This design comes from an exercise in tuning for small area on the open sky130 flow, not from production work.
The RTL was checked by simulation tests, not by an equivalence proof against the original design.
The clock input has no modelled driver; a real chip could not lean on it and would need a root buffer or a full tree.
Power figures rest on the tool's default switching activity, not on a simulated workload.

## job 7486
## top
module top(
    input clk,
    input rst,
    input start,
    input [7:0] txin,
    output reg tx,
    input rx,
    output [7:0] rxout,
    output rxdone,
    output txdone
);
clock: 5.0 ns
lec_check: 0
cap_margin: 20
core_margin: 2
core_utilization: 35
slew_margin: 20
standard.sh (not shown) runs the stock make flow with config.mk's settings and CLKGATE_MAP_FILE= SYNTH_SCRIPT=/design/flow/synth_recipe.tcl, a recipe that flattens the netlist after the stock synthesis.
==> flow/flow/run.sh <==
#!/bin/bash
# ORFS layout through the standard.sh, with three changes:
#  - synthesis maps the logic with an area-oriented ABC script (flow/area.abc)
#    and without half/full-adder cells; registers are mapped as usual;
#  - the port buffers are buf_1 cells;
#  - the clock tree is one buffer (flow/post_cts.tcl) of cell CLOCK_ROOT_CELL.
set -euo pipefail
here=$(pwd)
flowdir=$here/flow

# Synthesis script: ORFS's synth.tcl with the ABC script swapped, then what
# synth_recipe.tcl does after it.
sed "s#log_cmd abc {\*}\$abc_args#lset abc_args 1 $flowdir/area.abc; log_cmd abc {*}\$abc_args#" \
    "$FLOW_HOME/scripts/synth.tcl" > "$here/area_synth.tcl"
grep -q "area.abc" "$here/area_synth.tcl"
sed "s#source \$::env(SCRIPTS_DIR)/synth.tcl#source $here/area_synth.tcl#" \
    "$here/synth_recipe.tcl" > "$here/my_synth.tcl"
grep -q "area_synth.tcl" "$here/my_synth.tcl"
sed "s#SYNTH_SCRIPT=[^ ]*synth_recipe.tcl#SYNTH_SCRIPT=$here/my_synth.tcl ADDER_MAP_FILE=#" \
    "$here/standard.sh" > "$here/my_standard.sh"
grep -q "my_synth.tcl" "$here/my_standard.sh"

export BUFFER_PORTS_ARGS="-buffer_cell sky130_fd_sc_hd__buf_1"
export CTS_ARGS="-sink_clustering_enable -repair_clock_nets -dont_use_dummy_load"
export POST_CTS_TCL=$flowdir/post_cts.tcl
export CLOCK_ROOT_CELL=${CLOCK_ROOT_CELL:-sky130_fd_sc_hd__clkbuf_16}
bash "$here/my_standard.sh" > "$here/flow.log" 2>&1
==> flow/flow/area.abc <==
strash
dc2
&get -n
&deepsyn -T 20
&dch -f
&nf -R 1000 -p
&put
topo
==> flow/flow/post_cts.tcl <==
# Replace the clock tree that CTS built by one buffer: every clock sink is
# moved to the root buffer's output, the other tree buffers are removed, and
# the root buffer is given the cell in CLOCK_ROOT_CELL.
set block [ord::get_db_block]
set db [ord::get_db]
set clknet [[$block findBTerm clk] getNet]
set roots {}
foreach it [$clknet getITerms] {
  if { [$it isInputSignal] } { lappend roots [$it getInst] }
}
if { [llength $roots] != 1 } { error "expected one root clock buffer, found [llength $roots]" }
set root [lindex $roots 0]
set rootnet [[$root findITerm X] getNet]
set removed 0
set again 1
while { $again } {
  set again 0
  foreach it [$rootnet getITerms] {
    if { ![$it isInputSignal] } { continue }
    set inst [$it getInst]
    set mname [[$inst getMaster] getName]
    if { ![string match "sky130_fd_sc_hd__clkbuf_*" $mname] } { continue }
    set outnet [[$inst findITerm X] getNet]
    foreach sink [$outnet getITerms] {
      if { [$sink getInst] == $inst } { continue }
      $sink disconnect
      $sink connect $rootnet
    }
    $it disconnect
    odb::dbInst_destroy $inst
    odb::dbNet_destroy $outnet
    incr removed
    set again 1
    break
  }
}
$root swapMaster [$db findMaster $::env(CLOCK_ROOT_CELL)]
puts "post_cts: removed $removed clock buffers, root [$root getName] is $::env(CLOCK_ROOT_CELL)"
detailed_placement
estimate_parasitics -placement
report_clock_min_period
Job 7486 completed; timing, DRC and antenna clean
The following lists how job 7129 was set up differently from job 7486:
Settings: SLEW_MARGIN: 20 -> 0; CAP_MARGIN: 20 -> 0.
==> run notes <==
Count of multi-input combinational gates: job 7486 vs job 7129 identical. Job 7486 -> job 7129: register cell area after layout delta 0, exact match. Taking job 7486 as the reference, in job 7129 number of nets in the layout neither gained nor lost much, setup skew after layout neither gained nor lost much, total DRC errors in the routed layout neither gained nor lost much.
Here is what was changed in the inputs of job 9570 compared with job 7129.
Settings: GPL_TIMING_DRIVEN newly set to 0.
diff --git a/flow/flow/run.sh b/flow/flow/run.sh
--- a/flow/flow/run.sh
+++ b/flow/flow/run.sh
@@ -2,5 +2,7 @@
 # ORFS layout through the standard.sh, with three changes:
 #  - synthesis maps the logic with an area-oriented ABC script (flow/area.abc)
-#    and without half/full-adder cells; registers are mapped as usual;
+#    and without half/full-adder cells, then turns each mux2 cell into an
+#    a22o cell with one inverter per select net (flow/mux2a22o.v); registers
+#    are mapped as usual;
 #  - the port buffers are buf_1 cells;
 #  - the clock tree is one buffer (flow/post_cts.tcl) of cell CLOCK_ROOT_CELL.
@@ -11,5 +13,5 @@
 # Synthesis script: ORFS's synth.tcl with the ABC script swapped, then what
 # synth_recipe.tcl does after it.
-sed "s#log_cmd abc {\*}\$abc_args#lset abc_args 1 $flowdir/area.abc; log_cmd abc {*}\$abc_args#" \
+sed "s#log_cmd abc {\*}\$abc_args#lset abc_args 1 $flowdir/area.abc; log_cmd abc {*}\$abc_args; techmap -map $flowdir/mux2a22o.v; opt_merge -share_all; opt_clean#" \
     "$FLOW_HOME/scripts/synth.tcl" > "$here/area_synth.tcl"
 grep -q "area.abc" "$here/area_synth.tcl"
==> flow/flow/area.abc <==
strash
dc2
&get -n
&deepsyn -I 5 -J 100
&dch -f
&nf -R 1000 -p
&put
topo
==> flow/flow/mux2a22o.v (new file) <==
module sky130_fd_sc_hd__mux2_1 (input A0, input A1, input S, output X);
  wire sn;
  sky130_fd_sc_hd__clkinv_1 _TECHMAP_REPLACE_.inv (.A(S), .Y(sn));
  sky130_fd_sc_hd__a22o_1 _TECHMAP_REPLACE_.ao (.A1(A1), .A2(S), .B1(A0), .B2(sn), .X(X));
endmodule
### Flow results
No stage failed in job 9570, and the final checks on the layout all came back clean.
From job 7129 to job 9570 the numbers moved as follows: standard cell area after detailed placement moved up; number of antenna violations at the first check in global routing flat.
On die area, job 7129 loses to job 9570.
Sort job 9570 and job 7129 by number of cells on the critical path, descending, and job 7129 comes first.
Relative contribution of combinational cells to total power (higher): job 9570
Relative to job 7129, the chip width measured on job 9570 has decreased slightly.
met2 track demand over resource, job 9570 and job 7129, lower one = job 9570.
Comparing job 9570 and job 7129, worst setup slack is lower on job 7129.
Relative to job 7129, the number of well taps of job 9570 is lower by 2.
What job 252 does differently from job 9570 at the input level:
Settings: a deleted GPL_TIMING_DRIVEN that had been 0.
==> flow/flow/run.sh <==
#!/bin/bash
# ORFS layout through the standard.sh, with these changes:
#  - synthesis maps the logic with an area-oriented ABC script (flow/area.abc)
#    and without half/full-adder cells, then turns each mux2 cell into an
#    a22o cell with one inverter per select net (flow/mux2a22o.v); registers
#    are mapped as usual;
#  - the port buffers are buf_1 cells;
#  - the clock tree is one buffer (flow/post_cts.tcl) of cell CLOCK_ROOT_CELL.
# If a try does not finish (the detailed router can get stuck on a last
# violation), the layout is made again from scratch with another core
# utilization.
set -uo pipefail
here=$(pwd)
flowdir=$here/flow

# Synthesis script: ORFS's synth.tcl with the ABC script swapped, then what
# synth_recipe.tcl does after it.
sed "s#log_cmd abc {\*}\$abc_args#lset abc_args 1 $flowdir/area.abc; log_cmd abc {*}\$abc_args; techmap -map $flowdir/mux2a22o.v; opt_merge -share_all; opt_clean#" \
    "$FLOW_HOME/scripts/synth.tcl" > "$here/area_synth.tcl"
grep -q "area.abc" "$here/area_synth.tcl" || exit 1
sed "s#source \$::env(SCRIPTS_DIR)/synth.tcl#source $here/area_synth.tcl#" \
    "$here/synth_recipe.tcl" > "$here/my_synth.tcl"
grep -q "area_synth.tcl" "$here/my_synth.tcl" || exit 1
sed "s#SYNTH_SCRIPT=[^ ]*synth_recipe.tcl#SYNTH_SCRIPT=$here/my_synth.tcl ADDER_MAP_FILE=#" \
    "$here/standard.sh" > "$here/my_standard.sh"
grep -q "my_synth.tcl" "$here/my_standard.sh" || exit 1

export BUFFER_PORTS_ARGS="-buffer_cell sky130_fd_sc_hd__buf_1"
export CTS_ARGS="-sink_clustering_enable -repair_clock_nets -dont_use_dummy_load"
export POST_CTS_TCL=$flowdir/post_cts.tcl
export CLOCK_ROOT_CELL=${CLOCK_ROOT_CELL:-sky130_fd_sc_hd__clkbuf_16}

try=0
for util in "" 30 45; do
  try=$((try + 1))
  rm -rf "$here/orfs" "$here/out/final.def"
  if [[ -n "$util" ]]; then extra="CORE_UTILIZATION=$util"; else extra=""; fi
  setsid bash "$here/my_standard.sh" $extra finish > "$here/flow_try$try.log" 2>&1 &
  pid=$!
  for ((s = 0; s < 1500; s += 5)); do
    kill -0 "$pid" 2>/dev/null || break
    sleep 5
  done
  if kill -0 "$pid" 2>/dev/null; then
    kill -TERM -- "-$pid" 2>/dev/null
    sleep 10
    kill -KILL -- "-$pid" 2>/dev/null
  fi
  wait "$pid"
  status=$?
  if [[ $status -eq 0 && -f "$here/out/final.def" ]]; then
    exit 0
  fi
  echo "try $try (utilization ${util:-default}) did not finish" >&2
done
exit 1
==> flow/flow/mux2a22o.v <==
// A mux2 cell becomes an a22o cell fed by the select through two inverters
// (the select's two polarities); opt_merge -share_all then keeps one pair of
// inverters per select net, so the select itself drives a single input.
module sky130_fd_sc_hd__mux2_1 (input A0, input A1, input S, output X);
  wire sn, sp;
  sky130_fd_sc_hd__clkinv_1 _TECHMAP_REPLACE_.invn (.A(S), .Y(sn));
  sky130_fd_sc_hd__clkinv_1 _TECHMAP_REPLACE_.invp (.A(sn), .Y(sp));
  sky130_fd_sc_hd__a22o_1 _TECHMAP_REPLACE_.ao (.A1(A1), .A2(sp), .B1(A0), .B2(sn), .X(X));
endmodule
diff --git a/flow/flow/post_cts.tcl b/flow/flow/post_cts.tcl
--- a/flow/flow/post_cts.tcl
+++ b/flow/flow/post_cts.tcl
@@ -36,4 +36,18 @@
 }
 $root swapMaster [$db findMaster $::env(CLOCK_ROOT_CELL)]
+# Put the buffer at the centre of its sinks; detailed_placement legalizes it.
+set sx 0
+set sy 0
+set n 0
+foreach it [$rootnet getITerms] {
+  if { ![$it isInputSignal] } { continue }
+  set bb [[$it getInst] getBBox]
+  set sx [expr { $sx + ([$bb xMin] + [$bb xMax]) / 2 }]
+  set sy [expr { $sy + ([$bb yMin] + [$bb yMax]) / 2 }]
+  incr n
+}
+if { $n > 0 } {
+  $root setLocation [expr { $sx / $n }] [expr { $sy / $n }]
+}
 puts "post_cts: removed $removed clock buffers, root [$root getName] is $::env(CLOCK_ROOT_CELL)"
 detailed_placement
### Flow results
- Job 9570 went all the way through the flow, and no timing, DRC or antenna check failed.
- Job 252 | status: complete | timing, DRC, antenna: pass
- Global-route wire length before repair: job 252 higher than job 9570
- From job 252 to job 9570, hold path depth did not move at all.
- Cmp job 252 and job 9570 / cell count / higher: job 9570
- When the final numbers for job 252 and job 9570 were put side by side, the switching power as a share of total power turned out to be greater in job 252.
- Diff job 9570..job 252 | multi-input combinational cell count | unchanged
- Run comparison: job 252 top routing layer in use met3; job 9570 top routing layer in use met4
- Of job 252 and job 9570, it is job 252 that has the higher clock share of power.
- Going from job 9570 to job 252, length of routed met3 wiring dropped 14%; power share of the combinational group now smaller; setup slack now smaller; proportion of power drawn by flip-flops and latches increased 0.5 points.
- The aggregate routed wire length reported for job 252 is smaller than that of job 9570 by 0.49%.
Changes in job 1673 relative to job 252:
==> flow/flow/run.sh <==
#!/bin/bash
# ORFS layout through the standard.sh, with three changes:
#  - synthesis maps the logic with an area-oriented ABC script (flow/area.abc)
#    and without half/full-adder cells, then turns each mux2 cell into an
#    a22o cell with one inverter per select net (flow/mux2a22o.v); registers
#    are mapped as usual;
#  - the port buffers are buf_1 cells;
#  - the clock tree is one buffer (flow/post_cts.tcl) of cell CLOCK_ROOT_CELL.
set -euo pipefail
here=$(pwd)
flowdir=$here/flow

# Synthesis script: ORFS's synth.tcl with the ABC script swapped, then what
# synth_recipe.tcl does after it.
sed "s#log_cmd abc {\*}\$abc_args#lset abc_args 1 $flowdir/area.abc; log_cmd abc {*}\$abc_args; techmap -map $flowdir/mux2a22o.v; opt_merge -share_all; opt_clean#" \
    "$FLOW_HOME/scripts/synth.tcl" > "$here/area_synth.tcl"
grep -q "area.abc" "$here/area_synth.tcl"
sed "s#source \$::env(SCRIPTS_DIR)/synth.tcl#source $here/area_synth.tcl#" \
    "$here/synth_recipe.tcl" > "$here/my_synth.tcl"
grep -q "area_synth.tcl" "$here/my_synth.tcl"
sed "s#SYNTH_SCRIPT=[^ ]*synth_recipe.tcl#SYNTH_SCRIPT=$here/my_synth.tcl ADDER_MAP_FILE=#" \
    "$here/standard.sh" > "$here/my_standard.sh"
grep -q "my_synth.tcl" "$here/my_standard.sh"

export BUFFER_PORTS_ARGS="-buffer_cell sky130_fd_sc_hd__buf_1"
export CTS_ARGS="-sink_clustering_enable -repair_clock_nets -dont_use_dummy_load"
export POST_CTS_TCL=$flowdir/post_cts.tcl
export CLOCK_ROOT_CELL=${CLOCK_ROOT_CELL:-sky130_fd_sc_hd__clkbuf_16}
bash "$here/my_standard.sh" > "$here/flow.log" 2>&1
==> flow/flow/area.abc <==
strash
dc2
&get -n
&deepsyn -T 20
&dch -f
&nf -R 1000 -p
&put
topo
==> flow/flow/mux2a22o.v <==
module sky130_fd_sc_hd__mux2_1 (input A0, input A1, input S, output X);
  wire sn;
  sky130_fd_sc_hd__clkinv_1 _TECHMAP_REPLACE_.inv (.A(S), .Y(sn));
  sky130_fd_sc_hd__a22o_1 _TECHMAP_REPLACE_.ao (.A1(A1), .A2(S), .B1(A0), .B2(sn), .X(X));
endmodule
diff --git a/flow/flow/post_cts.tcl b/flow/flow/post_cts.tcl
--- a/flow/flow/post_cts.tcl
+++ b/flow/flow/post_cts.tcl
@@ -36,18 +36,4 @@
 }
 $root swapMaster [$db findMaster $::env(CLOCK_ROOT_CELL)]
-# Put the buffer at the centre of its sinks; detailed_placement legalizes it.
-set sx 0
-set sy 0
-set n 0
-foreach it [$rootnet getITerms] {
-  if { ![$it isInputSignal] } { continue }
-  set bb [[$it getInst] getBBox]
-  set sx [expr { $sx + ([$bb xMin] + [$bb xMax]) / 2 }]
-  set sy [expr { $sy + ([$bb yMin] + [$bb yMax]) / 2 }]
-  incr n
-}
-if { $n > 0 } {
-  $root setLocation [expr { $sx / $n }] [expr { $sy / $n }]
-}
 puts "post_cts: removed $removed clock buffers, root [$root getName] is $::env(CLOCK_ROOT_CELL)"
 detailed_placement
Findings:
Changes observed in job 1673 relative to job 252: total number of vias went up about 1.8%, number of optimization iterations in the first detailed-route pass higher, sequential group share of total power now smaller.

what the ideal ports hide:
No port has a modelled driver above. Below, the same layouts with a new extraction and two added sets of constraints.
Step 1 assumes that a clkbuf_16 drives the clock port and a buf_2 every other input.
Step 2 times the ports against the registers' clock, not the clock port: input delays grow and output delays shrink by t, the midpoint of the rising clock arrivals with the driver on.
Three values: ideal ports, drivers, drivers and shift; two values: the first two.
| run | t, ns | slack for setup (ns) | worst register clock-pin slew, ns | worst slew at a driven data input, ns | pins driven straight from the clock port |
|---|---|---|---|---|---|
| job 7486 | 0.201 | 2.737 / 2.709 / 2.668 | 0.12 / 0.12 | 0.03 | 1 |
| job 7129 | 0.201 | 2.737 / 2.709 / 2.668 | 0.12 / 0.12 | 0.03 | 1 |
| job 9570 | 0.199 | 2.764 / 2.736 / 2.672 | 0.11 / 0.11 | 0.04 | 1 |
| job 252 | 0.197 | 2.752 / 2.725 / 2.697 | 0.11 / 0.11 | 0.03 | 1 |
| job 1673 | 0.199 | 2.778 / 2.751 / 2.722 | 0.11 / 0.11 | 0.03 | 1 |
After both steps every run listed still meets setup and hold. For job 9570, which loses most, drivers alone change the setup slack by -0.028 ns; drivers and shift together by -0.092 ns.
